This design comes from an exercise in tuning for small area, a short achievable clock period and few clock cycles on the open sky130 flow, not from production work.
RTL that was checked went through simulation tests only; none was proved equivalent to the original.
No activity file was given, so power comes from the tool's default toggle rates.

== old ==
## LCD_CTRL
module LCD_CTRL(
    input clk, cmd_valid, reset,
    input [3:0] cmd,
    input [7:0] IROM_Q,
    output IRAM_valid, IROM_rd, busy, done,
    output [5:0] IROM_A,
    output [5:0] IRAM_A,
    output [7:0] IRAM_D
);
==> flow/config.mk <==
export PLATFORM = sky130hd
export DESIGN_NAME = LCD_CTRL
export DESIGN_NICKNAME = LCD_CTRL
export VERILOG_FILES = /design/flow/design.v
export SDC_FILE = /design/flow/constraint.sdc
export NUM_CORES = 8
export LEC_CHECK = 0
export ABC_AREA = 1
export CAP_MARGIN = 20
export CORE_MARGIN = 2
export CORE_UTILIZATION = 55
export CTS_CLUSTER_DIAMETER = 100
export CTS_CLUSTER_SIZE = 24
export SLEW_MARGIN = 20
export SYNTH_HIERARCHICAL = 1
==> flow/constraint.sdc <==
create_clock -name core_clock -period 10.0 [get_ports {clk}]
set_input_delay 2.0000 -clock core_clock [delete_from_list [all_inputs] [get_ports {clk}]]
set_output_delay 2.0000 -clock core_clock [all_outputs]
set_load 0.01 [all_outputs]
standard.sh (not shown) runs the stock make flow with config.mk's settings and CLKGATE_MAP_FILE= SYNTH_SCRIPT=/design/flow/synth_recipe.tcl, a recipe that flattens the netlist after the stock synthesis.
==> flow/flow/run.sh <==
#!/bin/bash
# The standard layout with three changes: plain buffers on the ports; in the otherwise standard
# (hierarchical) synthesis, the pixel banks (module lcd_bank) are mapped by an area-oriented ABC
# script (flow/bank.script) and the rest by the standard one; timing repair aiming for a setup
# slack of 6.9 ns at the 10 ns clock.
set -euo pipefail
here=$(pwd)
cat > own_synth.tcl <<EOF2
proc abc {args} {
  set i [lsearch -exact \$args -script]
  set a2 \$args
  lset a2 [expr {\$i + 1}] $here/flow/bank.script
  yosys abc {*}\$a2 lcd_bank
  yosys abc {*}\$args LCD_CTRL
}
EOF2
cat synth_recipe.tcl >> own_synth.tcl
export BUFFER_PORTS_ARGS="-buffer_cell sky130_fd_sc_hd__buf_4"
bash standard.sh SYNTH_SCRIPT=$here/own_synth.tcl SETUP_SLACK_MARGIN=6.9 finish > standard.log 2>&1
==> flow/flow/bank.script <==
strash
dch
amap
topo
stime -c
Testbench counts of old, summed over its fixed seeds: cycles 11,002.
--- input diff old..new ---
--- a/flow/design.v
+++ b/flow/design.v
@@ -34,42 +34,19 @@
     wire lb0, lb1, lb2, lb3;
     wire wcf = (l0 | lb0) & (l1 | lb1) & (l2 | lb2) & (l3 | lb3);
     wire opx = cv & (sperm ? wcf : (wc & (~savg | sv)));
     wire g01 = x0 >= x1, g02 = x0 >= x2, g03 = x0 >= x3;
     wire g12 = x1 >= x2, g13 = x1 >= x3, g23 = x2 >= x3;
     wire [7:0] vmax = ({8{ g01 &  g02 &  g03}} & x0) | ({8{~g01 &  g12 &  g13}} & x1) |
                       ({8{~g02 & ~g12 &  g23}} & x2) | ({8{~g03 & ~g13 & ~g23}} & x3);
     wire [7:0] vmin = ({8{~g01 & ~g02 & ~g03}} & x0) | ({8{ g01 & ~g12 & ~g13}} & x1) |
                       ({8{ g02 &  g12 & ~g23}} & x2) | ({8{ g03 &  g13 &  g23}} & x3);
-    function [8:0] add8;
-        input [7:0] a, b;
-        reg [7:0] g0, p0, g1, p1, g2, p2, g3;
-        begin
-            g0 = a & b; p0 = a ^ b;
-            g1 = g0 | (p0 & {g0[6:0], 1'b0}); p1 = p0 & {p0[6:0], 1'b0};
-            g2 = g1 | (p1 & {g1[5:0], 2'b0}); p2 = p1 & {p1[5:0], 2'b0};
-            g3 = g2 | (p2 & {g2[3:0], 4'b0});
-            add8 = {g3[7], p0 ^ {g3[6:0], 1'b0}};
-        end
-    endfunction
-    function [9:0] add9;
-        input [8:0] a, b;
-        reg [8:0] g0, p0, g1, p1, g2, p2, g3, p3, g4;
-        begin
-            g0 = a & b; p0 = a ^ b;
-            g1 = g0 | (p0 & {g0[7:0], 1'b0}); p1 = p0 & {p0[7:0], 1'b0};
-            g2 = g1 | (p1 & {g1[6:0], 2'b0}); p2 = p1 & {p1[6:0], 2'b0};
-            g3 = g2 | (p2 & {g2[4:0], 4'b0}); p3 = p2 & {p2[4:0], 4'b0};
-            g4 = g3 | (p3 & {g3[0], 8'b0});
-            add9 = {g4[8], p0 ^ {g4[7:0], 1'b0}};
-        end
-    endfunction
-    wire [9:0] sum = add9(add8(x0, x1), add8(x2, x3));
+    wire [9:0] sum = x0 + x1 + x2 + x3;
     wire [7:0] vavg = ssum[9:2];
     wire [7:0] vsym = ({8{smax}} & vmax) | ({8{smin}} & vmin) | ({8{savg}} & vavg);
     wire [7:0] nv0 = vsym | ({8{srow[0]}} & wd2) | ({8{scol[0]}} & wd1);
     wire [7:0] nv1 = vsym | ({8{srow[1]}} & wd3) | ({8{scol[1]}} & wd0);
     wire [7:0] nv2 = vsym | ({8{srow[2]}} & wd0) | ({8{scol[2]}} & wd3);
     wire [7:0] nv3 = vsym | ({8{srow[3]}} & wd1) | ({8{scol[3]}} & wd2);
     wire [3:0] wi0 = {ri0, ci0}, wi1 = {ri0, ci1}, wi2 = {ri1, ci0}, wi3 = {ri1, ci1};
     wire [3:0] pi0 = {pri0, pci0}, pi1 = {pri0, pci1}, pi2 = {pri1, pci0}, pi3 = {pri1, pci1};
     wire chg0 = wi0 != pi0, chg1 = wi1 != pi1, chg2 = wi2 != pi2, chg3 = wi3 != pi3;
Notes after the runs:
Power share of the combinational group ended up 3.5 points lower on new than on old.
From old to new the numbers moved as follows: all-layer global routing usage has remained practically unchanged, power in sequential cells ~0 delta, setup slack after layout picked up an extra 0.035 ns, detailed-route wire length per cell fell by about 1.1%, first-iteration DRC count up 147.
The flow did not stop early for new: all stages ran, and the layout cleared the timing, DRC and antenna checks.
Worst-case vdd ir drop went down by more than half going from old to new.
new: worst stage delay on the critical path higher than old
Compared with old, in new register-to-register slack dropped 0.09 ns; final HPWL from detailed placement dropped about 2.3%.
What new reported for total power after layout has to be multiplied by 1.06 to get the figure for old.
Testbench counts of new, summed over its fixed seeds: cycles 11,002.

green:
Another version of the RTL of LCD_CTRL (not shown whole).
==> flow/config.mk <==
export PLATFORM = sky130hd
export DESIGN_NAME = LCD_CTRL
export DESIGN_NICKNAME = LCD_CTRL
export VERILOG_FILES = /design/flow/design.v
export SDC_FILE = /design/flow/constraint.sdc
export NUM_CORES = 8
export LEC_CHECK = 0
export ABC_AREA = 1
export CAP_MARGIN = 20
export CORE_MARGIN = 2
export CORE_UTILIZATION = 55
export CTS_CLUSTER_DIAMETER = 100
export CTS_CLUSTER_SIZE = 24
export SLEW_MARGIN = 20
export SYNTH_HIERARCHICAL = 1
==> flow/constraint.sdc <==
create_clock -name core_clock -period 10.0 [get_ports {clk}]
set_input_delay 2.0000 -clock core_clock [delete_from_list [all_inputs] [get_ports {clk}]]
set_output_delay 2.0000 -clock core_clock [all_outputs]
set_load 0.01 [all_outputs]
==> flow/flow/run.sh <==
#!/bin/bash
# The standard layout with three changes: plain buffers on the ports; in the otherwise standard
# (hierarchical) synthesis, the pixel banks (module lcd_bank) are mapped by an area-oriented ABC
# script (flow/bank.script) and the rest by the standard one; timing repair aiming for a setup
# slack of 7 ns at the 10 ns clock.
set -euo pipefail
here=$(pwd)
cat > own_synth.tcl <<EOF2
proc abc {args} {
  set i [lsearch -exact \$args -script]
  set a2 \$args
  lset a2 [expr {\$i + 1}] $here/flow/bank.script
  yosys abc {*}\$a2 lcd_bank
  yosys abc {*}\$args LCD_CTRL
}
EOF2
cat synth_recipe.tcl >> own_synth.tcl
export BUFFER_PORTS_ARGS="-buffer_cell sky130_fd_sc_hd__buf_4"
bash standard.sh SYNTH_SCRIPT=$here/own_synth.tcl SETUP_SLACK_MARGIN=7 finish > standard.log 2>&1
Scripts as last shown in full above: flow/flow/bank.script
## Diff of input files: blue against green
--- a/flow/design.v
+++ b/flow/design.v
@@ -139,15 +139,19 @@
             2'b10: begin xns = xn2; nlp = nl2; end
             default: begin xns = xn3; nlp = nl3; end
         endcase
     end
     wire fast = take & (cmd == 4'd0) & nlp;
     wire wstart = ws | fast;
-    wire [5:0] wfirst = (fast | wc) ? w : rom_a;
-    wire [5:0] wnext = (wstart ? wfirst : w) - 6'd1;
+    wire [5:0] wfirst = wc ? w : rom_a;
+    wire [5:0] wnext = (ws ? wfirst : w) - 6'd1;
     wire [2:0] wr = wnext[5:3], wcl = wnext[2:0];
+    wire [1:0] wri0 = wr[2:1] + {1'b0, wr[0]}, wci0 = wcl[2:1] + {1'b0, wcl[0]};
+    wire [5:0] fnext = w - 6'd1;
+    wire [2:0] fr = fnext[5:3], fcl = fnext[2:0];
+    wire [1:0] fri0 = fr[2:1] + {1'b0, fr[0]}, fci0 = fcl[2:1] + {1'b0, fcl[0]};
     wire       wlast = ram_v & (w == wend);     
     wire       wgo = wph & ~done_r & ~wlast;
     reg  [7:0] xs, ys;
     reg        nls;
     always @(*) begin
         case ({r[0], c[0]})
@@ -155,15 +159,16 @@
             2'b01: begin xs = x1; ys = y1; nls = ld[a1]; end
             2'b10: begin xs = x2; ys = y2; nls = ld[a2]; end
             default: begin xs = x3; ys = y3; nls = ld[a3]; end
         endcase
     end
     always @(posedge clk) begin
-        ram_a <= wstart ? wfirst : w;
+        ram_a <= (ws & ~wc) ? rom_a : w;
         ram_d <= fast ? xns : ws ? (wc ? xs : IROM_Q) : (nls ? ys : IROM_Q);
-        if (wstart) wend <= wfirst;
+        if (fast) wend <= w;
+        else if (ws) wend <= wfirst;
     end
     wire cvn = (take & is_op) | (cv & ~opx);
     wire avgn = take ? (cmd == 4'd7) : savg;   
     wire svn = (opx & ~land) | ~xch;
     wire miss2 = (~nl0 & ~nl1) | (~nl0 & ~nl2) | (~nl0 & ~nl3) | (~nl1 & ~nl2) | (~nl1 & ~nl3) |
                  (~nl2 & ~nl3);
@@ -201,16 +206,20 @@
         end else begin
             pri0 <= ri0; pri1 <= ri1; pci0 <= ci0; pci1 <= ci1;
             l0 <= nl0; l1 <= nl1; l2 <= nl2; l3 <= nl3;
             if (wph | wstart) begin
                 wph <= 1'b1;
                 cv <= 1'b0;
-                if (wstart | wgo) begin
+                if (fast) begin
+                    r <= fr; c <= fcl;
+                    ri1 <= fr[2:1]; ri0 <= fri0;
+                    ci1 <= fcl[2:1]; ci0 <= fci0;
+                end else if (ws | wgo) begin
                     r <= wr; c <= wcl;
-                    ri1 <= wr[2:1]; ri0 <= wr[2:1] + {1'b0, wr[0]};
-                    ci1 <= wcl[2:1]; ci0 <= wcl[2:1] + {1'b0, wcl[0]};
+                    ri1 <= wr[2:1]; ri0 <= wri0;
+                    ci1 <= wcl[2:1]; ci0 <= wci0;
                 end
                 rsp <= 1'b0;
             end else begin
                 if (mu) begin r <= ru; ri1 <= ru[2:1]; ri0 <= ru0; end
                 if (md) begin r <= rd; ri1 <= rd[2:1]; ri0 <= rd0; end
                 if (ml) begin c <= cl; ci1 <= cl[2:1]; ci0 <= cl0; end
@@ -220,13 +229,13 @@
                 if (take & (cmd == 4'd0)) cw <= 1'b1;
             end
         end
     end
     wire mv_any = mu | md | ml | mr;
     wire [5:0] fmv = mu ? {ru, c} : md ? {r + 3'd2, c} : ml ? {r, cl} : {r, c + 3'd2};
-    always @(posedge clk) rom_a <= (wph | wstart) ? wnext : mv_any ? fmv : fa;
+    always @(posedge clk) rom_a <= fast ? fnext : (wph | ws) ? wnext : mv_any ? fmv : fa;
     integer q;
     always @(posedge clk) begin
         if (reset) ld <= 64'd0;
         else for (q = 0; q < 64; q = q + 1) if (land && rom_a == q) ld[q] <= 1'b1;
     end
     always @(posedge clk) begin
### Flow results
- blue ended up with a higher overall global routing resource usage than green did.
- Final instance area of blue falls short of that of green slightly.
- Per the comparison of blue with green, routed wire length went up by about 2.5%; sum of routed wire segments on met1 climbed about 5.5%; final weighted congestion in routability-driven placement now sits lower.
- blue: synthesized cell count 2.5% above green
- Worst setup path startpoint: ram_v$_DFFE_PP0N_ -> blue, cmd_valid -> green
No run of this note included a check of the RTL's function; only the layout flow was run.

Another version of the RTL of LCD_CTRL (not shown whole).
Size in the first run: ~680 flip-flops, roughly 39 I/O pins, about 0.031 mm2 of cells after synthesis.
export LEC_CHECK = 0
export ABC_AREA = 1
export CAP_MARGIN = 20
export CORE_MARGIN = 2
export CORE_UTILIZATION = 55
export CTS_CLUSTER_DIAMETER = 100
export CTS_CLUSTER_SIZE = 24
export SLEW_MARGIN = 20
export SYNTH_HIERARCHICAL = 1
create_clock -name core_clock -period 10.0 [get_ports {clk}]
Scripts as last shown in full above: flow/flow/run.sh, flow/flow/bank.script
The baseline finished clean.
Change:
--- a/flow/design.v
+++ b/flow/design.v
@@ -128,23 +128,23 @@
     wire cvn = (take & is_op) | (cv & ~opx);
     wire avgn = take ? (cmd == 4'd7) : savg;   
     wire svn = (opx & ~land) | ~xch;
     wire miss2 = (~nl0 & ~nl1) | (~nl0 & ~nl2) | (~nl0 & ~nl3) | (~nl1 & ~nl2) | (~nl1 & ~nl3) |
                  (~nl2 & ~nl3);
     wire permn = take ? ((cmd >= 4'd8) & (cmd <= 4'd11)) : sperm;
     wire dd = r[0] ^ c[0];                    
     always @(posedge clk, posedge reset) begin
         if (reset) begin
             busy_r <= 1'b0;
             done_r <= 1'b0;
-            rom_rd <= 1'b1;                   
+            rom_rd <= 1'b0;
             ram_v <= 1'b0;
         end else begin
             if (wph | wstart) begin
                 busy_r <= 1'b1;
                 ram_v <= wstart | wgo;
                 if (wlast) done_r <= 1'b1;
                 rom_rd <= wstart | wgo;
             end else begin
                 rom_rd <= miss | mv_any;
                 busy_r <= (take & (cmd == 4'd0)) |
                           (cvn & (permn ? miss2 : (miss | (avgn & ~svn))));
@@ -176,26 +176,23 @@
             end else begin
                 if (mu) begin r <= ru; ri1 <= ru[2:1]; ri0 <= ru0; end
                 if (md) begin r <= rd; ri1 <= rd[2:1]; ri0 <= rd0; end
                 if (ml) begin c <= cl; ci1 <= cl[2:1]; ci0 <= cl0; end
                 if (mr) begin c <= cr; ci1 <= cr[2:1]; ci0 <= cr0; end
                 rsp <= mv_any;
                 cv <= cvn;
                 if (take & (cmd == 4'd0)) cw <= 1'b1;
             end
         end
     end
-    always @(posedge clk, posedge reset) begin
-        if (reset) rom_a <= 6'd36;
-        else rom_a <= (wph | wstart) ? wnext : mv_any ? fmv : fa;
-    end
+    always @(posedge clk) rom_a <= (wph | wstart) ? wnext : mv_any ? fmv : fa;
     integer q;
     always @(posedge clk) begin
         if (reset) ld <= 64'd0;
         else for (q = 0; q < 64; q = q + 1) if (land && rom_a == q) ld[q] <= 1'b1;
     end
     always @(posedge clk) begin
         if (take) begin
             smax <= cmd == 4'd5;
             sperm <= (cmd >= 4'd8) & (cmd <= 4'd11);
             smin <= cmd == 4'd6;
             savg <= cmd == 4'd7;
Global-route usage fell by 0.34 points.
Cell area fell slightly.
Wire length fell slightly.
Die area fell slightly.
Cell count fell slightly.
Register-to-register slack gets better by 0.05 ns.
First-iteration DRC count fell by roughly a tenth.
Clock-buffer cell count stays the same.
Flip-flop and latch count is unchanged.
Clock power is about the same.
Via count fell slightly.
Critical path depth is unchanged.
Worst setup slack gets better by 0.11 ns.
Testbench counts after the change, summed over its fixed seeds: cycles 11,002.
No functional check of the RTL was part of the first run of this note.

what the ideal ports hide:
The results above use ideal ports. As a check the final layouts listed here were re-extracted and re-timed, cells and wires unchanged.
Step 1: set_driving_cell puts a clkbuf_16 on clk and a buf_2 on each other input, an assumption about the parent block.
Step 2 also shifts input and output timing later by t, the mid clock arrival at the registers, as if the neighbouring blocks saw the same clock.
Slacks: ideal ports / drivers / drivers and shift; pairs: ideal ports / drivers.
| run | shift t [ns] | setup slack, ns | worst setup path at the end | worst slew at a driven data input, ns | pins driven straight from the clock port |
|---|---|---|---|---|---|
| old | 0.653 | 6.807 / 6.743 / 6.422 | input to register | 0.04 | 1 |
| new | 0.641 | 6.842 / 6.784 / 6.363 | input to register | 0.09 | 1 |
| green | 0.656 | 6.133 / 6.144 / 5.488 | input to register | 0.12 | 1 |
| blue | 0.663 | 6.820 / 6.753 / 6.306 | input to register | 0.11 | 1 |
| the first run of note 3 | 0.641 | 6.718 / 6.654 / 6.408 | input to register | 0.04 | 1 |
| the second run of note 3 | 0.647 | 6.824 / 6.763 / 6.488 | input to register | 0.09 | 1 |
After both steps every run listed still meets setup and hold. The setup slack of green, which loses most, moves by +0.011 ns with the drivers and by -0.645 ns with both steps.
